This design comes from an exercise in tuning for small area on the open sky130 flow, not from production work. In this exercise RTL edits were held to simulation tests only and were not proved equivalent to the original. The flow treats the clock pin as an ideal source, which a real chip does not have. Power is estimated from default activity; no workload was simulated.

==> design/flow/flow/run.sh <==
#!/bin/bash
# Layout flow: the standard flow (standard.sh) with three changes.
#  1. After the standard synthesis, polarity.py picks the polarity of each full
#     adder and of each gate that comes in both polarities so that the netlist
#     needs fewer inverters; Yosys proves the new netlist equivalent to the
#     synthesized one (registers unchanged), else the synthesized one is kept.
#  2. The input/output port buffers use the smallest buffer cell.
#  3. Clock tree without dummy loads; leaf buffers with many flip-flops are
#     upsized after CTS (post_cts.tcl).
# Each step's full output goes to its own log file in this folder.
set -euo pipefail
HERE=$(pwd)
RES=$HERE/orfs/results/$FLOW_PLATFORM/MultTop/base
bash standard.sh synth > synth.log 2>&1
cp $RES/1_2_yosys.v $HERE/synth_orig.v
if python3 $HERE/flow/polarity.py $HERE/synth_orig.v $HERE/synth_pol.v > polarity.log 2>&1; then
  sed -E 's/\b(_[0-9]+_)\b/\1p/g; s/\b(_polinv[c]?[0-9]+_)\b/\1p/g' $HERE/synth_pol.v > $HERE/synth_pol_renamed.v
  sed "s|LIB|$FLOW_HOME/platforms/$FLOW_PLATFORM/lib/sky130_fd_sc_hd__tt_025C_1v80.lib|; s|GOLD|$HERE/synth_orig.v|; s|GATE|$HERE/synth_pol_renamed.v|" \
    $HERE/flow/eq.ys > $HERE/eq_run.ys
  if yosys -s $HERE/eq_run.ys > equiv.log 2>&1; then
    cp $HERE/synth_pol.v $RES/1_2_yosys.v
    echo "using the polarity-optimised netlist" >> polarity.log
  else
    echo "equivalence not proven; keeping the synthesized netlist" >> polarity.log
  fi
fi
bash standard.sh \
  BUFFER_PORTS_ARGS="-buffer_cell sky130_fd_sc_hd__buf_1" \
  CTS_ARGS="-sink_clustering_enable -repair_clock_nets -dont_use_dummy_load -buf_list sky130_fd_sc_hd__clkbuf_4" \
  POST_CTS_TCL=$HERE/flow/post_cts.tcl \
  finish > layout.log 2>&1
==> design/flow/flow/eq.ys <==
read_liberty -ignore_miss_func LIB
read_verilog GOLD
rename MultTop gold
read_verilog GATE
rename MultTop gate
hierarchy -check
flatten
opt_clean
async2sync
equiv_make gold gate eq
hierarchy -top eq
equiv_simple -seq 2
equiv_induct
equiv_status -assert
==> design/flow/flow/polarity.py <==
#!/usr/bin/env python3
"""Signal polarity optimisation of a mapped sky130hd netlist (yosys write_verilog).

Full adders are self-dual: inverting all three inputs inverts both outputs. Many
two-level gates come in both polarities (and2/nand2, or2/nor2, xor2/xnor2, a21o/
a21oi, ...), the inverting one usually smaller. This script chooses, for every
full adder and every such gate, which polarity to build, so that the inverters
the netlist needs (at most one per signal) and the gates' area are as small as
possible. Flip-flops and every other cell are kept as they are.

usage: polarity.py IN.v OUT.v
"""
import random
import re
import sys

AREA = {
    'inv_1': 3.7536, 'inv_2': 3.7536, 'clkinv_1': 3.7536, 'clkinv_2': 5.0048,
    'and2_0': 6.256, 'and2_1': 6.256, 'nand2_1': 3.7536,
    'or2_0': 6.256, 'or2_1': 6.256, 'nor2_1': 3.7536,
    'xor2_1': 8.7584, 'xnor2_1': 8.7584,
    'and3_1': 6.256, 'nand3_1': 5.0048, 'or3_1': 6.256, 'nor3_1': 5.0048,
    'and4_1': 8.7584, 'nand4_1': 6.256, 'or4_1': 7.5072, 'nor4_1': 6.256,
    'a21o_1': 7.5072, 'a21oi_1': 5.0048, 'o21a_1': 7.5072, 'o21ai_0': 5.0048,
    'o21ai_1': 5.0048,
    'a22o_1': 8.7584, 'a22oi_1': 7.5072, 'o22a_1': 8.7584, 'o22ai_1': 6.256,
    'a211o_1': 8.7584, 'a211oi_1': 7.5072, 'o211a_1': 10.0096, 'o211ai_1': 7.5072,
    'a31o_1': 8.7584, 'a31oi_1': 6.256, 'o31a_1': 8.7584, 'o31ai_1': 7.5072,
    'a32o_1': 10.0096, 'a32oi_1': 8.7584, 'o32a_1': 10.0096, 'o32ai_1': 8.7584,
    'a2bb2o_1': 10.0096, 'a2bb2oi_1': 8.7584, 'o2bb2a_1': 10.0096, 'o2bb2ai_1': 8.7584,
    'a221o_1': 10.0096, 'a221oi_1': 8.7584, 'o221a_1': 11.2608, 'o221ai_1': 8.7584,
    'mux2_1': 11.2608, 'mux2i_1': 10.0096,
    'and2b_1': 7.5072, 'nor2b_1': 6.256, 'or2b_1': 7.5072, 'nand2b_1': 6.256,
    'and3b_1': 8.7584, 'nor3b_1': 7.5072, 'or3b_1': 8.7584, 'nand3b_1': 7.5072,
    'a21bo_1': 10.0096, 'a21boi_0': 7.5072, 'o21ba_1': 10.0096, 'o21bai_1': 7.5072,
}
# cell -> (complementary cell, output pin of cell, output pin of complement);
# the pin names of the inputs are the same in both.
PAIRS = [
    ('and2_1', 'nand2_1', 'X', 'Y'), ('and2_0', 'nand2_1', 'X', 'Y'),
    ('or2_1', 'nor2_1', 'X', 'Y'), ('or2_0', 'nor2_1', 'X', 'Y'),
    ('xor2_1', 'xnor2_1', 'X', 'Y'),
    ('and3_1', 'nand3_1', 'X', 'Y'), ('or3_1', 'nor3_1', 'X', 'Y'),
    ('and4_1', 'nand4_1', 'X', 'Y'), ('or4_1', 'nor4_1', 'X', 'Y'),
    ('a21o_1', 'a21oi_1', 'X', 'Y'), ('o21a_1', 'o21ai_0', 'X', 'Y'),
    ('a22o_1', 'a22oi_1', 'X', 'Y'), ('o22a_1', 'o22ai_1', 'X', 'Y'),
    ('a211o_1', 'a211oi_1', 'X', 'Y'), ('o211a_1', 'o211ai_1', 'X', 'Y'),
    ('a31o_1', 'a31oi_1', 'X', 'Y'), ('o31a_1', 'o31ai_1', 'X', 'Y'),
    ('a32o_1', 'a32oi_1', 'X', 'Y'), ('o32a_1', 'o32ai_1', 'X', 'Y'),
    ('a2bb2o_1', 'a2bb2oi_1', 'X', 'Y'), ('o2bb2a_1', 'o2bb2ai_1', 'X', 'Y'),
    ('a221o_1', 'a221oi_1', 'X', 'Y'), ('o221a_1', 'o221ai_1', 'X', 'Y'),
    ('mux2_1', 'mux2i_1', 'X', 'Y'),
    ('and2b_1', 'nor2b_1', None, None),  # placeholder, not a complement pair
]
COMP = {}
for a, b, pa, pb in PAIRS:
    if pa is None:
        continue
    COMP[a] = (b, pa, pb)
    if b not in COMP:
        COMP[b] = (a, pb, pa)
# nand2/nor2/xnor2 map back to the _1 versions
COMP['nand2_1'] = ('and2_1', 'Y', 'X')
COMP['nor2_1'] = ('or2_1', 'Y', 'X')
COMP['o21ai_1'] = ('o21a_1', 'Y', 'X')

INV = {'inv_1', 'inv_2', 'clkinv_1', 'clkinv_2'}
OUTPINS = {'X', 'Y', 'Q', 'Q_N', 'SUM', 'COUT', 'HI', 'LO'}
INV_AREA = AREA['inv_1']
PFX = 'sky130_fd_sc_hd__'

CELL_RE = re.compile(r'^\s*(' + PFX + r'\w+)\s+(\\\S+\s|\S+)\s*\((.*?)\);', re.M | re.S)
PIN_RE = re.compile(r'\.(\w+)\(\s*(\\\S+\s|[^()]*?)\s*\)')


def parse(text):
    cells = []
    first = None
    last = None
    for m in CELL_RE.finditer(text):
        if first is None:
            first = m.start()
        last = m.end()
        typ = m.group(1)[len(PFX):]
        name = m.group(2).strip()
        pins = [(p, n.strip()) for p, n in PIN_RE.findall(m.group(3))]
        cells.append({'type': typ, 'name': name, 'pins': pins})
    return text[:first], cells, text[last:]


def fmt_net(n):
    return n + ' ' if n.startswith('\\') else n


def emit(head, cells, tail, new_wires):
    out = [head.rstrip('\n') + '\n']
    for w in new_wires:
        out.append(f'  wire {w};\n')
    for c in cells:
        pins = ',\n'.join(f'    .{p}({fmt_net(n)})' for p, n in c['pins'])
        out.append(f"  {PFX}{c['type']} {fmt_net(c['name'])} (\n{pins}\n  );\n")
    out.append(tail.lstrip('\n') if tail.strip() else 'endmodule\n')
    return ''.join(out)


def main():
    src, dst = sys.argv[1], sys.argv[2]
    text = open(src).read()
    if re.search(r'^\s*assign\s', text, re.M):
        sys.exit('netlist has assign statements; not handled')
    head, cells, tail = parse(text)
    ports = set()
    for m in re.finditer(r'^\s*output\s+(\[[^\]]*\]\s*)?(\S+);', head, re.M):
        ports.add(m.group(2))

    def is_port(net):
        base = net.split('[')[0].strip()
        return base in ports

    drv = {}   # net -> (cell index, pin)
    for i, c in enumerate(cells):
        for p, n in c['pins']:
            if p in OUTPINS:
                drv[n] = (i, p)
    # removable inverters: inv cells whose output is not a port
    removable = set()
    for i, c in enumerate(cells):
        if c['type'] in INV:
            out = [n for p, n in c['pins'] if p == 'Y'][0]
            if not is_port(out):
                removable.add(i)

    def trace(net):
        par = 0
        seen = 0
        while net in drv and drv[net][0] in removable:
            ci = drv[net][0]
            net = [n for p, n in cells[ci]['pins'] if p == 'A'][0]
            par ^= 1
            seen += 1
            if seen > 50:
                raise RuntimeError('inverter loop')
        return net, par

    # sinks: (cell index, pin index) -> (root net, parity)
    sinks = []
    for i, c in enumerate(cells):
        if i in removable:
            continue
        for k, (p, n) in enumerate(c['pins']):
            if p in OUTPINS:
                continue
            if n.startswith("1'") or n == '':
                continue
            root, par = trace(n)
            sinks.append((i, k, root, par))
    # output ports are sinks that need their net as it is
    port_sinks = []
    for n in drv:
        if is_port(n):
            root, par = trace(n)
            port_sinks.append((root, par))
    # variables: FA cells and complementable cells
    var_of_cell = {}
    nvar = 0
    for i, c in enumerate(cells):
        if i in removable:
            continue
        if c['type'] == 'fa_1' or c['type'] in COMP:
            var_of_cell[i] = nvar
            nvar += 1
    # root -> variable that flips it (driver)
    root_var = {}
    for root in set(s[2] for s in sinks) | set(r for r, _ in port_sinks):
        if root in drv and drv[root][0] in var_of_cell:
            root_var[root] = var_of_cell[drv[root][0]]
    roots = sorted(set(s[2] for s in sinks) | set(r for r, _ in port_sinks))
    rid = {r: k for k, r in enumerate(roots)}
    # per root: list of (sink parity, variable of sink cell if FA input else None)
    root_sinks = [[] for _ in roots]
    for (i, k, root, par) in sinks:
        sv = var_of_cell[i] if cells[i]['type'] == 'fa_1' else None
        root_sinks[rid[root]].append((par, sv))
    port_roots = set()
    for root, par in port_sinks:
        root_sinks[rid[root]].append((par, None))
        port_roots.add(rid[root])
    # variable -> roots it affects
    var_roots = [set() for _ in range(nvar)]
    for r, v in root_var.items():
        var_roots[v].add(rid[r])
    for k, lst in enumerate(root_sinks):
        for par, sv in lst:
            if sv is not None:
                var_roots[sv].add(k)
    cell_of_var = {v: i for i, v in var_of_cell.items()}
    root_drv_var = [root_var.get(r) for r in roots]

    def var_area(v, x):
        c = cells[cell_of_var[v]]
        if c['type'] == 'fa_1':
            return 0.0
        t = c['type'] if not x else COMP[c['type']][0]
        return AREA.get(t, 100.0)

    def root_cost(k, x):
        dv = root_drv_var[k]
        flip = x[dv] if dv is not None else 0
        for par, sv in root_sinks[k]:
            e = par ^ flip ^ (x[sv] if sv is not None else 0)
            if e:
                return 1e6 if k in port_roots else INV_AREA
        return 0.0

    def total(x):
        return sum(root_cost(k, x) for k in range(len(roots))) + \
            sum(var_area(v, x[v]) for v in range(nvar))

    x0 = [0] * nvar
    base = total(x0)
    best_x, best = x0[:], base
    rng = random.Random(1)
    for restart in range(40):
        x = best_x[:] if restart % 2 == 0 else [rng.randint(0, 1) if rng.random() < 0.3 else b
                                                  for b in best_x]
        cur = total(x)
        improved = True
        while improved:
            improved = False
            order = list(range(nvar))
            rng.shuffle(order)
            for v in order:
                aff = var_roots[v]
                before = sum(root_cost(k, x) for k in aff) + var_area(v, x[v])
                x[v] ^= 1
                after = sum(root_cost(k, x) for k in aff) + var_area(v, x[v])
                if after < before - 1e-9:
                    cur += after - before
                    improved = True
                else:
                    x[v] ^= 1
            # pairs of neighbouring variables
            if not improved:
                for v in order:
                    for k in list(var_roots[v]):
                        others = set()
                        dv = root_drv_var[k]
                        if dv is not None:
                            others.add(dv)
                        for par, sv in root_sinks[k]:
                            if sv is not None:
                                others.add(sv)
                        for w in others:
                            if w == v:
                                continue
                            aff = var_roots[v] | var_roots[w]
                            before = sum(root_cost(q, x) for q in aff) + var_area(v, x[v]) + var_area(w, x[w])
                            x[v] ^= 1
                            x[w] ^= 1
                            after = sum(root_cost(q, x) for q in aff) + var_area(v, x[v]) + var_area(w, x[w])
                            if after < before - 1e-9:
                                cur += after - before
                                improved = True
                            else:
                                x[v] ^= 1
                                x[w] ^= 1
        cur = total(x)
        if cur < best - 1e-9:
            best, best_x = cur, x[:]
    x = best_x
    # original area of removable inverters and complementable cells, for the report
    orig = sum(AREA.get(cells[i]['type'], 0) for i in removable) + \
        sum(var_area(v, 0) for v in range(nvar))
    sys.stderr.write(f'polarity: {nvar} variables, {len(removable)} inverters; '
                     f'area of the affected cells {orig:.1f} -> {best:.1f}\n')
    # rebuild
    new_cells = []
    new_wires = []
    inv_net = {}
    for k, r in enumerate(roots):
        dv = root_drv_var[k]
        flip = x[dv] if dv is not None else 0
        need = any(par ^ flip ^ (x[sv] if sv is not None else 0) for par, sv in root_sinks[k])
        if need:
            w = f'_polinv{k}_'
            inv_net[r] = w
            new_wires.append(w)
    sink_map = {}
    for (i, kk, root, par) in sinks:
        dv = root_var.get(root)
        flip = x[dv] if dv is not None else 0
        sv = var_of_cell[i] if cells[i]['type'] == 'fa_1' else None
        e = par ^ flip ^ (x[sv] if sv is not None else 0)
        sink_map[(i, kk)] = inv_net[root] if e else root
    for i, c in enumerate(cells):
        if i in removable:
            continue
        c2 = {'type': c['type'], 'name': c['name'], 'pins': []}
        v = var_of_cell.get(i)
        swap = v is not None and x[v] and c['type'] != 'fa_1'
        if swap:
            t2, pa, pb = COMP[c['type']]
            c2['type'] = t2
        for kk, (p, n) in enumerate(c['pins']):
            if (i, kk) in sink_map:
                n = sink_map[(i, kk)]
            if swap and p == pa:
                p = pb
            c2['pins'].append((p, n))
        new_cells.append(c2)
    for r, w in inv_net.items():
        new_cells.append({'type': 'inv_1', 'name': w.replace('_polinv', '_polinvc'),
                          'pins': [('A', r), ('Y', w)]})
    open(dst, 'w').write(emit(head, new_cells, tail, new_wires))


if __name__ == '__main__':
    main()
==> design/flow/flow/post_cts.tcl <==
# After clock tree synthesis: a clock buffer that drives many flip-flops gets the
# next larger size, to keep the slew at the flip-flops' clock pins low.
set upsized 0
foreach inst [get_cells clkbuf_*] {
  if { [get_property $inst ref_name] != "sky130_fd_sc_hd__clkbuf_4" } { continue }
  set opin [get_pins -of_objects $inst -filter "direction == output"]
  set net [get_nets -of_objects $opin]
  set n [llength [get_pins -of_objects $net -filter "direction == input"]]
  if { $n > 11 } {
    replace_cell $inst sky130_fd_sc_hd__clkbuf_8
    puts "post_cts: [get_full_name $inst] drives $n pins, now clkbuf_8"
    incr upsized
  }
}
if { $upsized > 0 } {
  detailed_placement
  estimate_parasitics -placement
}
==> design/flow/standard.sh <==
#!/bin/bash
# synth_recipe.tcl (not shown) runs the flow's synth.tcl, then flattens the netlist and writes it again
# the make line also repeats each setting of config.mk as NAME=value (left out here)
make -C /OpenROAD-flow-scripts/flow DESIGN_CONFIG=/design/flow/config.mk WORK_HOME=/design/flow/orfs CLKGATE_MAP_FILE= SYNTH_SCRIPT=/design/flow/synth_recipe.tcl "${@:-finish}"
==> design/flow/config.mk <==
export PLATFORM = sky130hd
export DESIGN_NAME = MultTop
export DESIGN_NICKNAME = MultTop
export VERILOG_FILES = /design/flow/design.v
export SDC_FILE = /design/flow/constraint.sdc
export NUM_CORES = 4
export LEC_CHECK = 0
export CAP_MARGIN = 20
export CORE_MARGIN = 2
export CORE_UTILIZATION = 40
export SLEW_MARGIN = 20
==> design/flow/constraint.sdc <==
create_clock -name core_clock -period 12.0 [get_ports {clk}]
set_input_delay 2.4000 -clock core_clock [delete_from_list [all_inputs] [get_ports {clk}]]
set_output_delay 2.4000 -clock core_clock [all_outputs]
set_load 0.01 [all_outputs]
==> design/flow/design.v <==
`timescale 1ns / 1ps
module BCD_SEG(
    input wire [3:0] BCD,
    output wire [7:0] s
);
    wire d3 = BCD[3], d2 = BCD[2], d1 = BCD[1], d0 = BCD[0];
    assign s[7] = ~d3 & ~d1 & (d2 ? ~d0 : d0);                    
    assign s[6] = d2 & (d1 ? ~d0 : d0);                           
    assign s[5] = ~d2 & d1 & ~d0;                                 
    assign s[4] = (~d3 & ~d1 & (d2 ? ~d0 : d0)) | (d2 & d1 & d0);  
    assign s[3] = d0 | (d2 & ~d1);                                
    assign s[2] = (~d3 & ~d2 & (d1 | d0)) | (d1 & d0);            
    assign s[1] = (~d3 & ~d2 & ~d1) | (d2 & d1 & d0);             
    assign s[0] = 1'b1;
endmodule
`timescale 1ns / 1ps
`default_nettype none
module Multi_Driver(
    input wire clk,
    input wire q,
    input wire ld,
    input wire [15:0] sw,
    output wire [3:0] an,
    output wire [7:0] seg
    );
    reg [11:0] c;
    reg [15:0] m;
    always @(posedge clk) begin
        c <= q ? c + 1'b1 : 12'd0;
        if (ld) m <= sw;
    end
    wire [1:0] sel = c[11:10] + {1'b0, (&c[9:0]) & ~(&c[11:10])};
    wire [3:0] digit = m[4 * sel +: 4];
    assign an = ~(4'b0001 << sel);
    BCD_SEG dec(.BCD(digit), .s(seg));
endmodule
`default_nettype wire
`timescale 1ns / 1ps
module COUNT_BCD(
    input wire clk,
    input wire reset,
    input wire q,
    input wire [15:0] count,
    output wire [15:0] BCD,
    output reg ld
    );
    reg [15:0] p;
    reg [5:0] t;
    reg [15:0] w;
    wire busy = t[5] ? ~t[4] : (t[4:0] != 5'd0);
    wire differ = q ? (p != count) : (count != 16'd0);
    wire step = ~t[5] & ~t[4];
    function [3:0] adj;
        input [3:0] d;
        begin
            adj[3] = d[3] | (d[2] & d[1]) | (d[2] & d[0]);
            adj[2] = (d[2] & ~d[1] & ~d[0]) | (d[3] & d[0]);
            adj[1] = (~d[2] & d[1]) | (d[1] & d[0]) | (d[3] & ~d[0]);
            adj[0] = (~d[3] & ~d[2] & d[0]) | (d[2] & d[1] & ~d[0]) | (d[3] & ~d[0]);
        end
    endfunction
    wire [15:0] wa = {adj(w[15:12]), adj(w[11:8]), adj(w[7:4]), adj(w[3:0])};
    wire [15:0] wn = {wa[14:0], p[0]};
    always @(posedge clk) begin
        p <= busy ? {p[14:0], p[15]} : count;
    end
    always @(posedge clk or posedge reset) begin
        if (reset) begin
            t <= 6'd48;
            w <= 0;
        end else begin
            t <= busy ? t - 1'b1 : (differ ? 6'd32 : 6'd48);
            w <= step ? wn : 16'd0;
        end
    end
    always @(posedge clk or posedge reset) begin
        if (reset) ld <= 1'b1;
        else ld <= (t == 6'd0);
    end
    assign BCD = w;
endmodule
`timescale 1ns / 1ps
module combo_mult(input wire [7:0] a, input wire [7:0] b, output wire [15:0] res);
    wire n1 = (a[0]&b[2]) ^ (a[1]&b[1]) ^ (a[2]&b[0]);
    wire n2 = ((a[0]&b[2]) & (a[1]&b[1])) | ((a[0]&b[2]) & (a[2]&b[0])) | ((a[1]&b[1]) & (a[2]&b[0]));
    wire n3 = (a[0]&b[3]) ^ (a[1]&b[2]) ^ (a[2]&b[1]);
    wire n4 = ((a[0]&b[3]) & (a[1]&b[2])) | ((a[0]&b[3]) & (a[2]&b[1])) | ((a[1]&b[2]) & (a[2]&b[1]));
    wire n5 = (a[0]&b[4]) ^ (a[1]&b[3]) ^ (a[2]&b[2]);
    wire n6 = ((a[0]&b[4]) & (a[1]&b[3])) | ((a[0]&b[4]) & (a[2]&b[2])) | ((a[1]&b[3]) & (a[2]&b[2]));
    wire n7 = (a[0]&b[5]) ^ (a[1]&b[4]) ^ (a[2]&b[3]);
    wire n8 = ((a[0]&b[5]) & (a[1]&b[4])) | ((a[0]&b[5]) & (a[2]&b[3])) | ((a[1]&b[4]) & (a[2]&b[3]));
    wire n9 = (a[3]&b[2]) ^ (a[4]&b[1]) ^ (a[5]&b[0]);
    wire n10 = ((a[3]&b[2]) & (a[4]&b[1])) | ((a[3]&b[2]) & (a[5]&b[0])) | ((a[4]&b[1]) & (a[5]&b[0]));
    wire n11 = (a[0]&b[6]) ^ (a[1]&b[5]) ^ (a[2]&b[4]);
    wire n12 = ((a[0]&b[6]) & (a[1]&b[5])) | ((a[0]&b[6]) & (a[2]&b[4])) | ((a[1]&b[5]) & (a[2]&b[4]));
    wire n13 = (a[3]&b[3]) ^ (a[4]&b[2]) ^ (a[5]&b[1]);
    wire n14 = ((a[3]&b[3]) & (a[4]&b[2])) | ((a[3]&b[3]) & (a[5]&b[1])) | ((a[4]&b[2]) & (a[5]&b[1]));
    wire n15 = (a[0]&b[7]) ^ (a[1]&b[6]) ^ (a[2]&b[5]);
    wire n16 = ((a[0]&b[7]) & (a[1]&b[6])) | ((a[0]&b[7]) & (a[2]&b[5])) | ((a[1]&b[6]) & (a[2]&b[5]));
    wire n17 = (a[3]&b[4]) ^ (a[4]&b[3]) ^ (a[5]&b[2]);
    wire n18 = ((a[3]&b[4]) & (a[4]&b[3])) | ((a[3]&b[4]) & (a[5]&b[2])) | ((a[4]&b[3]) & (a[5]&b[2]));
    wire n19 = (a[1]&b[7]) ^ (a[2]&b[6]) ^ (a[3]&b[5]);
    wire n20 = ((a[1]&b[7]) & (a[2]&b[6])) | ((a[1]&b[7]) & (a[3]&b[5])) | ((a[2]&b[6]) & (a[3]&b[5]));
    wire n21 = (a[4]&b[4]) ^ (a[5]&b[3]) ^ (a[6]&b[2]);
    wire n22 = ((a[4]&b[4]) & (a[5]&b[3])) | ((a[4]&b[4]) & (a[6]&b[2])) | ((a[5]&b[3]) & (a[6]&b[2]));
    wire n23 = (a[2]&b[7]) ^ (a[3]&b[6]) ^ (a[4]&b[5]);
    wire n24 = ((a[2]&b[7]) & (a[3]&b[6])) | ((a[2]&b[7]) & (a[4]&b[5])) | ((a[3]&b[6]) & (a[4]&b[5]));
    wire n25 = (a[5]&b[4]) ^ (a[6]&b[3]) ^ (a[7]&b[2]);
    wire n26 = ((a[5]&b[4]) & (a[6]&b[3])) | ((a[5]&b[4]) & (a[7]&b[2])) | ((a[6]&b[3]) & (a[7]&b[2]));
    wire n27 = (a[3]&b[7]) ^ (a[4]&b[6]) ^ (a[5]&b[5]);
    wire n28 = ((a[3]&b[7]) & (a[4]&b[6])) | ((a[3]&b[7]) & (a[5]&b[5])) | ((a[4]&b[6]) & (a[5]&b[5]));
    wire n29 = (a[4]&b[7]) ^ (a[5]&b[6]) ^ (a[6]&b[5]);
    wire n30 = ((a[4]&b[7]) & (a[5]&b[6])) | ((a[4]&b[7]) & (a[6]&b[5])) | ((a[5]&b[6]) & (a[6]&b[5]));
    wire n31 = (a[5]&b[7]) ^ (a[6]&b[6]) ^ (a[7]&b[5]);
    wire n32 = ((a[5]&b[7]) & (a[6]&b[6])) | ((a[5]&b[7]) & (a[7]&b[5])) | ((a[6]&b[6]) & (a[7]&b[5]));
    wire n33 = n2 ^ n3 ^ (a[3]&b[0]);
    wire n34 = (n2 & n3) | (n2 & (a[3]&b[0])) | (n3 & (a[3]&b[0]));
    wire n35 = n4 ^ n5 ^ (a[3]&b[1]);
    wire n36 = (n4 & n5) | (n4 & (a[3]&b[1])) | (n5 & (a[3]&b[1]));
    wire n37 = n6 ^ n7 ^ n9;
    wire n38 = (n6 & n7) | (n6 & n9) | (n7 & n9);
    wire n39 = n8 ^ n10 ^ n11;
    wire n40 = (n8 & n10) | (n8 & n11) | (n10 & n11);
    wire n41 = n12 ^ n14 ^ n15;
    wire n42 = (n12 & n14) | (n12 & n15) | (n14 & n15);
    wire n43 = n17 ^ (a[6]&b[1]) ^ (a[7]&b[0]);
    wire n44 = (n17 & (a[6]&b[1])) | (n17 & (a[7]&b[0])) | ((a[6]&b[1]) & (a[7]&b[0]));
    wire n45 = n16 ^ n18 ^ n19;
    wire n46 = (n16 & n18) | (n16 & n19) | (n18 & n19);
    wire n47 = n20 ^ n22 ^ n23;
    wire n48 = (n20 & n22) | (n20 & n23) | (n22 & n23);
    wire n49 = n24 ^ n26 ^ n27;
    wire n50 = (n24 & n26) | (n24 & n27) | (n26 & n27);
    wire n51 = n28 ^ n29 ^ (a[7]&b[4]);
    wire n52 = (n28 & n29) | (n28 & (a[7]&b[4])) | (n29 & (a[7]&b[4]));
    wire n53 = n32 ^ (a[6]&b[7]) ^ (a[7]&b[6]);
    wire n54 = (n32 & (a[6]&b[7])) | (n32 & (a[7]&b[6])) | ((a[6]&b[7]) & (a[7]&b[6]));
    wire n55 = n34 ^ n35 ^ (a[4]&b[0]);
    wire n56 = (n34 & n35) | (n34 & (a[4]&b[0])) | (n35 & (a[4]&b[0]));
    wire n57 = n38 ^ n39 ^ n13;
    wire n58 = (n38 & n39) | (n38 & n13) | (n39 & n13);
    wire n59 = n40 ^ n41 ^ n43;
    wire n60 = (n40 & n41) | (n40 & n43) | (n41 & n43);
    wire n61 = n42 ^ n44 ^ n45;
    wire n62 = (n42 & n44) | (n42 & n45) | (n44 & n45);
    wire n63 = n46 ^ n47 ^ n25;
    wire n64 = (n46 & n47) | (n46 & n25) | (n47 & n25);
    wire n65 = n48 ^ n49 ^ (a[6]&b[4]);
    wire n66 = (n48 & n49) | (n48 & (a[6]&b[4])) | (n49 & (a[6]&b[4]));
    wire n67 = n52 ^ n30 ^ n31;
    wire n68 = (n52 & n30) | (n52 & n31) | (n30 & n31);
    wire n69 = n56 ^ n36 ^ n37;
    wire n70 = (n56 & n36) | (n56 & n37) | (n36 & n37);
    wire n71 = n60 ^ n61 ^ n21;
    wire n72 = (n60 & n61) | (n60 & n21) | (n61 & n21);
    wire n73 = n64 ^ n65 ^ (a[7]&b[3]);
    wire n74 = (n64 & n65) | (n64 & (a[7]&b[3])) | (n65 & (a[7]&b[3]));
    wire n75 = n66 ^ n50 ^ n51;
    wire n76 = (n66 & n50) | (n66 & n51) | (n50 & n51);
    wire n77 = n70 ^ n57 ^ (a[6]&b[0]);
    wire n78 = (n70 & n57) | (n70 & (a[6]&b[0])) | (n57 & (a[6]&b[0]));
    wire n79 = n72 ^ n62 ^ n63;
    wire n80 = (n72 & n62) | (n72 & n63) | (n62 & n63);
    wire n81 = n78 ^ n58 ^ n59;
    wire n82 = (n78 & n58) | (n78 & n59) | (n58 & n59);
    wire n83 = n82 ^ n71 ^ (a[7]&b[1]);
    wire n84 = (n82 & n71) | (n82 & (a[7]&b[1])) | (n71 & (a[7]&b[1]));
    wire n85 = (a[0]&b[1]) ^ (a[1]&b[0]);
    wire n86 = (a[0]&b[1]) & (a[1]&b[0]);
    wire n87 = n1 ^ n86;
    wire n88 = n1 & n86;
    wire n89 = n33 ^ n88;
    wire n90 = n33 & n88;
    wire n91 = n55 ^ n90;
    wire n92 = n55 & n90;
    wire n93 = n69 ^ n92;
    wire n94 = n69 & n92;
    wire n95 = n77 ^ n94;
    wire n96 = n77 & n94;
    wire n97 = n81 ^ n96;
    wire n98 = n81 & n96;
    wire n99 = n83 ^ n98;
    wire n100 = n83 & n98;
    wire n101 = n84 ^ n79 ^ n100;
    wire n102 = (n84 & n79) | (n84 & n100) | (n79 & n100);
    wire n103 = n80 ^ n73 ^ n102;
    wire n104 = (n80 & n73) | (n80 & n102) | (n73 & n102);
    wire n105 = n74 ^ n75 ^ n104;
    wire n106 = (n74 & n75) | (n74 & n104) | (n75 & n104);
    wire n107 = n76 ^ n67 ^ n106;
    wire n108 = (n76 & n67) | (n76 & n106) | (n67 & n106);
    wire n109 = n68 ^ n53 ^ n108;
    wire n110 = (n68 & n53) | (n68 & n108) | (n53 & n108);
    wire n111 = n54 ^ (a[7]&b[7]) ^ n110;
    wire n112 = (n54 & (a[7]&b[7])) | (n54 & n110) | ((a[7]&b[7]) & n110);
    assign res = {n112, n111, n109, n107, n105, n103, n101, n99, n97, n95, n93, n91, n89, n87, n85, (a[0]&b[0])};
endmodule
`timescale 1ns / 1ps
module MultTop(input wire clk, input wire reset, input wire [7:0] a, input wire [7:0] b,
               output wire [3:0] an, output wire [7:0] seg);
    wire [15:0] mult_out;
    combo_mult ComboMultiplier(.a(a), .b(b), .res(mult_out));
    reg q;
    always @(posedge clk or posedge reset) begin
        if (reset) q <= 1'b0;
        else q <= 1'b1;
    end
    wire [15:0] bcd;
    wire ld;
    COUNT_BCD converter(.clk(clk), .reset(reset), .q(q), .count(mult_out), .BCD(bcd), .ld(ld));
    Multi_Driver MD(.clk(clk), .q(q), .ld(ld), .sw(bcd), .an(an), .seg(seg));
endmodule
==> reports/summary.txt, run 1 <==
Row count - 38
DR vias - 2885
CTS Sinks - 68
P&R area growth vs syn - 6.63%
Total power draw - 0.903 mW
Gr ovfl total - 0
Vias in the first global route - 2976
Largest net degree at the start of global routing - 25
Syn Inst Count - 427
Setup violators final - 0
Placed cell area - 4580 um^2
Arrival @ worst endpoint - 9.76 ns
Pre-CTS WS - 2.14 ns
Tightest Hold Check Type - reg -> reg
Starting Density - 40.6%
Pleak - 1.78 nW
Skew final - 0.0298 ns
Post-route cell area - 4650 um^2
CP Capture Type - flip-flop
Die Ht - 108 um
HPWL after detailed placement - 5950 um
Chip width - 108 um
Status - complete, no violations
Vias per cell - 4.84
VDD IR max - 0.0713 mV
Fin nets - 537
Antenna violations before repair - 0
Worst setup margin - 2.53 ns
Final WL - 7680 um
Final hold slack - 0.447 ns
Max-Cap Viols - 0
Worst path required time - 12.29 ns
Initial DRC count - 180
CTS tree - done
First-pass GRT wire length - 13700 um
CP Max Fanout - 8
Slew Limit Fails - 0
# port buffers - 28
TritonRoute pass-1 iters - 4
Routability cong. - 0.835
Synth Area per Inst - 10.2 um^2
Total core area - 10700 um^2
Mapped cell area - 4360 um^2
DRT antenna net count - 0
Ant. Diodes - 0
Pwr dens - 194 nW/um^2
Min Tclk post-route - 9.47 ns
Crit share post-route - 78.9%
WS Path Type - in -> reg
Max_slew headroom - 36.5%
Tot GR Track Use - 14.8%
Worst setup SP type - input pin
Post-Route Utilization - 43.3%
Final Hold Viols - 0
Die area - 11800 um^2
Fmax - 106 MHz
RSZ-0062 raised after global routing - false
Sum of negative setup slack - 0 ns
Synth warn - 3
Dpl cells - 587
Clock latency on the worst-skew pair - 0.40 ns
WL/cell - 12.9 um
Layout cells sized above 1 - 5.26%
IO Pins - 30
Clock transition at path regs - 0.10 ns
Non-filler instance count after layout - 596
Drc violations - 0
Worst-margin pin slew - 0.952 ns
==> registers in the layout (all words and copies together), names as in the netlist <==
| register | cells |
|---|---|
| converter.w | 16 |
| converter.t | 6 |
| converter.ld | 1 |
| q | 1 |
| converter.p | 16 |
| MD.c | 12 |
| MD.m | 16 |
==> cells in the final DEF, fill, tap and decap left out, types with 9 or more instances in the layout <==
cell      instances
clkbuf_4          9
xnor2_1          21
buf_1            28
ha_1             13
fa_1             48
o21ai_0          14
a21oi_1          23
dfxtp_1          28
nand2_1         103
inv_1            28
dfrtp_1          21
and2_1           10
edfxtp_1         16
nor2_1           26
==> path summary, 6_finish.rpt <==
path                       depth (start not counted)      startpoint         endpoint  slack [ns]
max in group asynchronous                          2           reset   converter.w[5]        9.25
setup reg to reg                                   4  converter.t[4]   converter.p[0]        9.89
min in group asynchronous                          2           reset  converter.w[12]        2.17
hold / removal                                     2  converter.p[3]   converter.p[4]        0.45
setup / recovery                                  23            b[4]   converter.t[4]        2.53
hold reg to reg                                    2  converter.p[3]   converter.p[4]        0.45
==> layer usage <==
metal / track usage [%] / up-vias / wire length, um
met5: 0 / - / 0
met4: 6.32 / 0 / 157
met3: 2.41 / 13 / 188
met2: 23.2 / 38 / 3550
met1: 20.3 / 1389 / 3790
li1: - / 1445 / -
==> worst max-delay path, cell delays in order <==
cell and delay (ns):
buf_1 0.29, nand2_1 0.14, fa_1 0.57, fa_1 0.45, fa_1 0.43, fa_1 0.46
fa_1 0.46, fa_1 0.47, fa_1 0.48, inv_1 0.07, ha_1 0.14, inv_1 0.05
fa_1 0.37, fa_1 0.38, fa_1 0.39, fa_1 0.39, fa_1 0.39, fa_1 0.56
xor2_1 0.16, nand4_1 0.10, nor3_1 0.25, a211oi_1 0.11, o32ai_1 0.24
==> final cells by class <==
type | count | area (um^2)
clock buffers | 9 | 67.6
fillers | 1042 | 6100
inverters | 28 | 105
multi-input cells | 323 | 2550
flip-flops and latches | 68 | 1650
well taps | 140 | 175
repair buffers | 28 | 105
==> power breakdown <==
part | internal [mW] | total (mW) | leakage [nW] | switching [mW]
Clock | 0.0349 | 0.102 | 0.0414 | 0.0667
Combinational | 0.187 | 0.429 | 1.04 | 0.242
Sequential | 0.314 | 0.372 | 0.697 | 0.0581
==> run 2, diff against run 1 <==
--- a/design/flow/design.v
+++ b/design/flow/design.v
@@ -24,11 +24,18 @@
     output wire [7:0] seg
     );
-    reg [11:0] c;
+    reg [1:0] h;
+    reg x;
+    reg [9:0] l;
     reg [15:0] m;
+    wire z = ~|l[7:0];
+    wire fb = ~(l[9] ^ l[6]) ^ (&l[8:0]);
+    wire adv = l[9] & z & ((&h) ? x & ~l[8] : l[8]);
     always @(posedge clk) begin
-        c <= q ? c + 1'b1 : 12'd0;
+        l <= q ? {l[8:0], fb} : 10'd0;
+        h <= q ? h + {1'b0, adv} : 2'd0;
+        x <= &h;
         if (ld) m <= sw;
     end
-    wire [1:0] sel = c[11:10] + {1'b0, (&c[9:0]) & ~(&c[11:10])};
+    wire [1:0] sel = h;
     wire [3:0] digit = m[4 * sel +: 4];
     assign an = ~(4'b0001 << sel);
==> run 2 against run 1 <==
Global-route usage shrank 0.80 points. Critical endpoint unchanged. Worst hold slack gained 0.011 ns. Total power shrank 7.4%. Sequential power shrank 8.9%. Maximum frequency grew 1.3%. Clock power is essentially flat.
==> reports/summary.txt, run 2 <==
Routability cong. - 0.766 (was 0.835)
VDD IR max - 0.0893 mV (was 0.0713 mV)
HPWL after detailed placement - 5570 um (was 5950 um)
WHS Endpoint - converter.t[0] (was converter.p[4])
Vias in the first global route - 2760 (was 2976)
# port buffers - 28 (unchanged)
CTS Sinks - 69 (was 68)
Skew final - 0.0336 ns (was 0.0298 ns)
RSZ-0062 raised after global routing - false (unchanged)
First-pass GRT wire length - 12700 um (was 13700 um)
Final Hold Viols - 0 (unchanged)
Pre-CTS WS - 2.21 ns (was 2.14 ns)
Worst setup margin - 2.65 ns (was 2.53 ns)
Clock latency on the worst-skew pair - 0.41 ns (was 0.40 ns)
Dpl cells - 546 (was 587)
Total core area - 10400 um^2 (was 10700 um^2)
IO Pins - 30 (unchanged)
Arrival @ worst endpoint - 9.66 ns (was 9.76 ns)
Max_slew headroom - 38.4% (was 36.5%)
Largest net degree at the start of global routing - 28 (was 25)
Worst-margin pin slew - 0.923 ns (was 0.952 ns)
Synth warn - 3 (unchanged)
Tightest Hold Check Type - reg -> reg (unchanged)
Max-Cap Viols - 0 (unchanged)
WS Path Type - in -> reg (unchanged)
Starting Density - 41.3% (was 40.6%)
Final WL - 7110 um (was 7680 um)
Crit share post-route - 77.9% (was 78.9%)
Gr ovfl total - 0 (unchanged)
Commonest cells after routing, fill and taps aside - 68 x nand2_1, 48 x fa_1, 29 x dfxtp_1 (was 103 x nand2_1, 48 x fa_1, 28 x dfxtp_1, 28 x inv_1, 28 x buf_1)
Hold path cells - 1 (was 2)
Drc violations - 0 (unchanged)
TritonRoute pass-1 iters - 4 (unchanged)
Syn Inst Count - 393 (was 427)
Die Ht - 107 um (was 108 um)
Final hold slack - 0.458 ns (was 0.447 ns)
Fmax - 107 MHz (was 106 MHz)
Initial DRC count - 151 (was 180)
Synth Area per Inst - 10.9 um^2 (was 10.2 um^2)
Ant. Diodes - 0 (unchanged)
Top flop regs - MD.m: 16 flops, converter.p: 16 flops, converter.w: 16 flops (unchanged)
Worst setup SP type - input pin (unchanged)
Tot GR Track Use - 14.0% (was 14.8%)
Post-Route Utilization - 44.1% (was 43.3%)
Commonest non-fill, non-tap cell in the layout - nand2_1 (unchanged)
DR vias - 2725 (was 2885)
Row count - 37 (was 38)
Non-filler instance count after layout - 555 (was 596)
Register-to-Register Setup Slack - 9.77 ns (was 9.89 ns)
R2R Path Start - converter.t[0] (was converter.t[4])
Clock transition at path regs - 0.08 ns (was 0.10 ns)
Setup violators final - 0 (unchanged)
Layout cells sized above 1 - 7.88% (was 5.26%)
CP Capture Type - flip-flop (unchanged)
Post-route cell area - 4570 um^2 (was 4650 um^2)
P&R area growth vs syn - 6.81% (was 6.63%)
Total power draw - 0.836 mW (was 0.903 mW)
CTS tree - done (unchanged)
Reg2reg path depth - 5 (was 4)
Placed cell area - 4500 um^2 (was 4580 um^2)
Pwr dens - 183 nW/um^2 (was 194 nW/um^2)
DRT antenna net count - 0 (unchanged)
Sum of negative setup slack - 0 ns (unchanged)
Mapped cell area - 4280 um^2 (was 4360 um^2)
Hold Startpoint - converter.t[0] (was converter.p[3])
CP Max Fanout - 9 (was 8)
Worst path required time - 12.31 ns (was 12.29 ns)
Min Tclk post-route - 9.35 ns (was 9.47 ns)
Status - complete, no violations (unchanged)
Slew Limit Fails - 0 (unchanged)
Die area - 11500 um^2 (was 11800 um^2)
Chip width - 107 um (was 108 um)
Vias per cell - 4.91 (was 4.84)
Antenna violations before repair - 0 (unchanged)
End of the worst register-to-register path - converter.p[6] (was converter.p[0])
Fin nets - 499 (was 537)
Pleak - 1.75 nW (was 1.78 nW)
WL/cell - 12.8 um (was 12.9 um)
==> run 2: worst max path at each step <==
stage / start / end / cells past startpoint
global placement: a[0] / converter.t[4] / 22
detailed placement: a[0] / converter.t[4] / 22
finish: a[0] / converter.t[4] / 22
global route: a[0] / converter.t[4] / 22
floorplan: a[0] / converter.t[4] / 22
==> run 2: layout make-up <==
cell class / count / area [um^2]
clock buffer: 9 / 73.8
fill: 1008 / 5800
inverter: 28 / 105
multi-input combinational: 285 / 2450
sequential: 69 / 1670
tap: 136 / 170
timing repair buffer: 28 / 105
==> run 2: critical path, stage by stage <==
cell     delay (ns)
buf_1          0.32
nand2_1        0.14
fa_1           0.58
fa_1           0.44
fa_1           0.43
fa_1           0.46
fa_1           0.46
fa_1           0.46
fa_1           0.49
inv_1          0.07
ha_1           0.14
inv_1          0.04
fa_1           0.37
fa_1           0.38
fa_1           0.38
fa_1           0.39
fa_1           0.39
fa_1           0.49
xnor2_1        0.16
nor4_1         0.33
nand4_2        0.14
o31ai_2        0.21
==> run 2: report_power, final <==
group          internal, mW  switching (mW)  leakage [nW]
clock network        0.0384          0.0663        0.0440
logic                 0.177           0.216          1.00
registers             0.298          0.0405         0.704
total                 0.514           0.323          1.75
==> run 2: metal layers <==
| layer | wire [um] | global-route usage [%] | vias to the layer above |
|---|---|---|---|
| met5 | 0 | 0 | - |
| met4 | 57 | 3.30 | 0 |
| met3 | 282 | 4.12 | 4 |
| met2 | 3290 | 22.0 | 48 |
| met1 | 3480 | 19.2 | 1334 |
| li1 | - | - | 1339 |
==> run 3, diff against run 2 <==
--- a/design/flow/flow/polarity.py
+++ b/design/flow/flow/polarity.py
@@ -207,8 +207,10 @@
         dv = root_drv_var[k]
         flip = x[dv] if dv is not None else 0
+        if flip and k in port_roots:
+            return 1e6
         for par, sv in root_sinks[k]:
             e = par ^ flip ^ (x[sv] if sv is not None else 0)
             if e:
-                return 1e6 if k in port_roots else INV_AREA
+                return INV_AREA
         return 0.0
 
==> run 3 against run 2 <==
Combinational power about the same. Maximum frequency is the same. Largest power group unchanged. First-iteration DRC count unchanged. Synthesized cell count did not move. Utilization stayed put.
==> reports/summary.txt, run 3 <==
Status - complete, no violations (unchanged)
Synth Area per Inst - 10.9 um^2 (unchanged)
Pwr dens - 183 nW/um^2 (unchanged)
Gr ovfl total - 0 (unchanged)
Sum of negative setup slack - 0 ns (unchanged)
Final Hold Viols - 0 (unchanged)
First-pass GRT wire length - 12700 um (unchanged)
Final hold slack - 0.458 ns (unchanged)
Drc violations - 0 (unchanged)
P&R area growth vs syn - 6.81% (unchanged)
DR vias - 2725 (unchanged)
Starting Density - 41.3% (unchanged)
Chip width - 107 um (unchanged)
Syn Inst Count - 393 (unchanged)
Tot GR Track Use - 14.0% (unchanged)
Setup violators final - 0 (unchanged)
Arrival @ worst endpoint - 9.66 ns (about the same)
Skew final - 0.0336 ns (unchanged)
# port buffers - 28 (unchanged)
WL/cell - 12.8 um (unchanged)
Critical path, cell by cell - buf_1 > nand2_1 > fa_1 > fa_1 > fa_1 > fa_1 > fa_1 > fa_1 > fa_1 > inv_1 > ha_1 > inv_1 > fa_1 > fa_1 > fa_1 > fa_1 > fa_1 > fa_1 > xnor2_1 > nor4_1 > nand4_2 > o31ai_2 (unchanged)
Slowest CP cell - fa_1 (unchanged)
Final WL - 7110 um (unchanged)
Crit share post-route - 77.9% (unchanged)
CTS tree - done (unchanged)
Worst setup SP type - input pin (unchanged)
VDD IR max - 0.0893 mV (unchanged)
Layout cells sized above 1 - 7.88% (unchanged)
Clock transition at path regs - 0.08 ns (about the same)
HPWL after detailed placement - 5570 um (unchanged)
Row count - 37 (unchanged)
Tightest Hold Check Type - reg -> reg (unchanged)
Ant. Diodes - 0 (unchanged)
Clock latency on the worst-skew pair - 0.41 ns (about the same)
Die Ht - 107 um (unchanged)
TritonRoute pass-1 iters - 4 (unchanged)
Slew Limit Fails - 0 (unchanged)
Max_slew headroom - 38.4% (unchanged)
Die area - 11500 um^2 (unchanged)
CP dominant cell by count - fa_1 (unchanged)
Max-Cap Viols - 0 (unchanged)
Total core area - 10400 um^2 (unchanged)
WS Path Type - in -> reg (unchanged)
IO Pins - 30 (unchanged)
CP Max Fanout - 9 (unchanged)
CP Capture Type - flip-flop (unchanged)
Worst-margin pin slew - 0.923 ns (unchanged)
Routability cong. - 0.766 (unchanged)
Antenna violations before repair - 0 (unchanged)
Top flop regs - MD.m: 16 flops, converter.p: 16 flops, converter.w: 16 flops (unchanged)
Worst path required time - 12.31 ns (about the same)
Largest net degree at the start of global routing - 28 (unchanged)
Vias in the first global route - 2760 (unchanged)
Commonest non-fill, non-tap cell in the layout - nand2_1 (unchanged)
CTS Sinks - 69 (unchanged)
Commonest cells after routing, fill and taps aside - 68 x nand2_1, 48 x fa_1, 29 x dfxtp_1 (unchanged)
Mapped cell area - 4280 um^2 (unchanged)
RSZ-0062 raised after global routing - false (unchanged)
Initial DRC count - 151 (unchanged)
Pleak - 1.75 nW (unchanged)
Largest stage delay, worst path - 0.58 ns (about the same)
DRT antenna net count - 0 (unchanged)
Fmax - 107 MHz (unchanged)
Non-filler instance count after layout - 555 (unchanged)
Fin nets - 499 (unchanged)
Synth warn - 3 (unchanged)
Min Tclk post-route - 9.35 ns (unchanged)
Dpl cells - 546 (unchanged)
Vias per cell - 4.91 (unchanged)
==> run 3: area by class of cell <==
type / count / area [um^2]
repair buffers: 28 / 105
fillers: 1008 / 5800
well taps: 136 / 170
clock buffers: 9 / 73.8
multi-input cells: 285 / 2450
flip-flops and latches: 69 / 1670
inverters: 28 / 105
==> run 3: worst max-delay path, delay by kind of cell <==
family	cells	cell delay, ns
compound gates	1	0.21
xor+xnor	1	0.16
fa+ha+maj	14	5.86
buf+inv	3	0.43
simple gates	3	0.61
==> run 3: path summary, 6_finish.rpt <==
kind | startpoint | end | slack (ns) | cells after the start
max | a[0] | converter.t[4] | 2.65 | 22
min | converter.t[0] | converter.t[0] | 0.46 | 1
max reg2reg | converter.t[0] | converter.p[6] | 9.77 | 5
min reg2reg | converter.t[0] | converter.t[0] | 0.46 | 1
max in group asynchronous | reset | converter.w[3] | 9.24 | 2
min in group asynchronous | reset | converter.w[14] | 2.15 | 2
==> run 3: power breakdown <==
part / total [mW] / internal [mW] / switching, mW / leakage [nW]
clock: 0.105 / 0.0384 / 0.0663 / 0.0440
sequential: 0.339 / 0.298 / 0.0405 / 0.704
combinational: 0.393 / 0.177 / 0.216 / 1.00
total: 0.836 / 0.514 / 0.323 / 1.75
==> run 3: metal layers <==
| metal | vias up | part of all wire (%) | global-route usage (%) |
|---|---|---|---|
| met4 | 0 | 0.80 | 3.30 |
| met2 | 48 | 46 | 22.0 |
| met5 | - | 0 | 0 |
| met3 | 4 | 4.0 | 4.12 |
| met1 | 1334 | 49 | 19.2 |
| li1 | 1339 | - | - |
==> run 3: stage by stage <==
step	utilization [%]	cell area, um^2	power [mW]	setup WS, ns
2_1_floorplan	-	4280	0.658	2.58
3_3_place_gp	43.4	4500	0.735	2.27
3_5_place_dp	43.4	4500	0.742	2.21
5_1_grt	44.1	4570	0.920	2.28
6_report	44.1	4570	0.836	2.65
==> run 4, diff against run 3 <==
--- a/design/flow/design.v
+++ b/design/flow/design.v
@@ -31,12 +31,14 @@
     wire fb = ~(l[9] ^ l[6]) ^ (&l[8:0]);
     wire adv = l[9] & z & ((&h) ? x & ~l[8] : l[8]);
+    reg v;
     always @(posedge clk) begin
         l <= q ? {l[8:0], fb} : 10'd0;
         h <= q ? h + {1'b0, adv} : 2'd0;
         x <= &h;
+        v <= q & (v | ld);
         if (ld) m <= sw;
     end
     wire [1:0] sel = h;
-    wire [3:0] digit = m[4 * sel +: 4];
+    wire [3:0] digit = v ? m[4 * sel +: 4] : 4'd0;
     assign an = ~(4'b0001 << sel);
     BCD_SEG dec(.BCD(digit), .s(seg));
@@ -71,16 +73,12 @@
     always @(posedge clk) begin
         p <= busy ? {p[14:0], p[15]} : count;
+        w <= step ? wn : 16'd0;
     end
     always @(posedge clk or posedge reset) begin
-        if (reset) begin
-            t <= 6'd48;
-            w <= 0;
-        end else begin
-            t <= busy ? t - 1'b1 : (differ ? 6'd32 : 6'd48);
-            w <= step ? wn : 16'd0;
-        end
+        if (reset) t <= 6'd48;
+        else t <= busy ? t - 1'b1 : (differ ? 6'd32 : 6'd48);
     end
     always @(posedge clk or posedge reset) begin
-        if (reset) ld <= 1'b1;
+        if (reset) ld <= 1'b0;
         else ld <= (t == 6'd0);
     end
==> run 4 against run 3 <==
Setup slack got worse by 0.014 ns. Final cell count increased by 0.36%. Routed wire length increased by 3.4%. Largest cell class unchanged. Highest routed layer unchanged. Maximum frequency decreased by 0.15%. Synthesized area decreased by 0.50%. Final area decreased by 0.41%. Largest power group unchanged.
==> reports/summary.txt, run 4 <==
Worst setup margin - 2.63 ns (was 2.65 ns)
Register-to-Register Setup Slack - 9.75 ns (was 9.77 ns)
Commonest cells after routing, fill and taps aside - 65 x nand2_1, 48 x fa_1, 46 x dfxtp_1 (was 68 x nand2_1, 48 x fa_1, 29 x dfxtp_1)
CP Capture Type - flip-flop (unchanged)
Tightest Hold Check Type - reg -> reg (unchanged)
Min Tclk post-route - 9.37 ns (was 9.35 ns)
Drc violations - 0 (unchanged)
Synth Area per Inst - 10.8 um^2 (was 10.9 um^2)
Setup violators final - 0 (unchanged)
Worst-margin pin slew - 0.749 ns (was 0.923 ns)
Antenna violations before repair - 0 (unchanged)
Gr ovfl total - 0 (unchanged)
HPWL after detailed placement - 5740 um (was 5570 um)
R2R Path Start - converter.t[1] (was converter.t[0])
Tot GR Track Use - 14.5% (was 14.0%)
Row count - 37 (unchanged)
DR vias - 2763 (was 2725)
Ant. Diodes - 0 (unchanged)
P&R area growth vs syn - 6.91% (was 6.81%)
Fin nets - 501 (was 499)
Worst path required time - 12.32 ns (was 12.31 ns)
CTS tree - done (unchanged)
Final WL - 7360 um (was 7110 um)
Final Hold Viols - 0 (unchanged)
Largest net degree at the start of global routing - 28 (unchanged)
Pwr dens - 186 nW/um^2 (was 183 nW/um^2)
Hold Startpoint - MD.l[3] (was converter.t[0])
Fillers - 1006 (was 1008)
Reg2reg path depth - 5 (unchanged)
Crit share post-route - 78.1% (was 77.9%)
Slew Limit Fails - 0 (unchanged)
Worst setup SP type - input pin (unchanged)
Top flop regs - MD.m: 16 flops, converter.p: 16 flops, converter.w: 12 flops (was MD.m: 16 flops, converter.p: 16 flops, converter.w: 16 flops)
TritonRoute pass-1 iters - 4 (unchanged)
Vias per cell - 4.96 (was 4.91)
Syn Inst Count - 395 (was 393)
Mapped cell area - 4260 um^2 (was 4280 um^2)
Initial DRC count - 149 (was 151)
Pre-CTS WS - 2.18 ns (was 2.21 ns)
Status - complete, no violations (unchanged)
# port buffers - 28 (unchanged)
Placed cell area - 4470 um^2 (was 4500 um^2)
RSZ-0062 raised after global routing - false (unchanged)
Post-route cell area - 4550 um^2 (was 4570 um^2)
Commonest non-fill, non-tap cell in the layout - nand2_1 (unchanged)
WHS Endpoint - MD.l[4] (was converter.t[0])
Chip width - 107 um (about the same)
Max-Cap Viols - 0 (unchanged)
Layout cells sized above 1 - 7.84% (was 7.88%)
Die area - 11500 um^2 (about the same)
CTS Sinks - 70 (was 69)
Skew final - 0.0210 ns (was 0.0336 ns)
Fmax - 107 MHz (about the same)
WL/cell - 13.2 um (was 12.8 um)
Die Ht - 107 um (about the same)
WS Path Type - in -> reg (unchanged)
Sum of negative setup slack - 0 ns (unchanged)
CP Max Fanout - 9 (unchanged)
Total core area - 10300 um^2 (was 10400 um^2)
Max_slew headroom - 49.9% (was 38.4%)
Arrival @ worst endpoint - 9.69 ns (was 9.66 ns)
Routability cong. - 0.842 (was 0.766)
Vias in the first global route - 2864 (was 2760)
Clock transition at path regs - 0.09 ns (was 0.08 ns)
First-pass GRT wire length - 13200 um (was 12700 um)
End of the worst register-to-register path - converter.p[7] (was converter.p[6])
Pleak - 1.69 nW (was 1.75 nW)
Clock latency on the worst-skew pair - 0.40 ns (was 0.41 ns)
DRT antenna net count - 0 (unchanged)
VDD IR max - 0.0837 mV (was 0.0893 mV)
Synth warn - 3 (unchanged)
IO Pins - 30 (unchanged)
Starting Density - 41.2% (was 41.3%)
Hold path cells - 1 (unchanged)
## run 4: worst max-delay path, cell delays in order
cell     delay (ns)
buf_1          0.31
nand2_1        0.15
fa_1           0.58
fa_1           0.45
fa_1           0.43
fa_1           0.46
fa_1           0.46
fa_1           0.47
fa_1           0.49
inv_1          0.07
ha_1           0.14
inv_1          0.05
fa_1           0.37
fa_1           0.38
fa_1           0.38
fa_1           0.38
fa_1           0.38
fa_1           0.49
xnor2_1        0.15
nor4_1         0.35
nand4_2        0.15
o31ai_2        0.21
## run 4: layout make-up
type                    count  area (um^2)  area share (%)
flip-flops and latches     70         1600            35.2
inverters                  27          101            2.23
well taps                 136          170            3.74
repair buffers             28          105            2.31
clock buffers               9         80.1            1.76
multi-input cells         287         2490            54.7
## run 4: worst max path at each step
stage	from	end	slack [ns]	cells past startpoint
detailed placement	a[0]	converter.t[4]	2.18	22
global placement	a[0]	converter.t[4]	2.30	22
global route	a[0]	converter.t[4]	2.30	22
finish	a[0]	converter.t[4]	2.63	22
floorplan	a[0]	converter.t[4]	2.60	22
## run 4: where the power goes
part	switching, mW	leakage, nW	internal, mW
Clock	0.0681	0.0466	0.0419
Combinational	0.217	1.02	0.179
Sequential	0.0420	0.631	0.300
Total	0.327	1.69	0.521
## run 4: per-layer routing
| layer | GRT usage [%] | wire (um) | up-vias |
|---|---|---|---|
| met4 | 4.45 | 81 | 0 |
| met3 | 3.65 | 374 | 8 |
| met1 | 20.3 | 3530 | 1349 |
| li1 | - | - | 1342 |
| met2 | 22.4 | 3380 | 64 |
| met5 | 0 | 0 | - |
## run 4: stage by stage
step                      power [mW]  utilization (%)  hold WS (ns)  std cells
after global placement         0.736             43.3         0.439        548
final                          0.847             44.1         0.470        557
after detailed placement       0.746             43.3         0.465        548
after floorplan                0.661                -         0.427        396
after global routing           0.929             44.1         0.506        557

## re-timing with driven ports
Ports are ideal in the flow. The routed layouts listed here were re-timed in OpenROAD. Step 1 sets driving cells, clkbuf_16 on the clock port and buf_2 on the other inputs (assumed; they add their load-dependent delay and slew). Step 2 also shifts input and output timing later by t, the mid clock arrival at the registers, as if the neighbouring blocks saw the same clock. Three values: ideal, step 1, step 2; two values: the first two.
run	t, ns	setup WS [ns]	latest minus earliest clock arrival (ns)	worst slew at a driven data input, ns	cell pins on the clock port's net
run 1	0.409	2.531 / 2.535 / 2.126	0.031 / 0.030	0.03	1
run 2	0.419	2.648 / 2.654 / 2.235	0.034 / 0.034	0.03	1
run 3	0.419	2.648 / 2.654 / 2.235	0.034 / 0.034	0.03	1
run 4	0.415	2.634 / 2.642 / 2.227	0.022 / 0.022	0.03	1
After both steps every run listed still meets setup and hold.
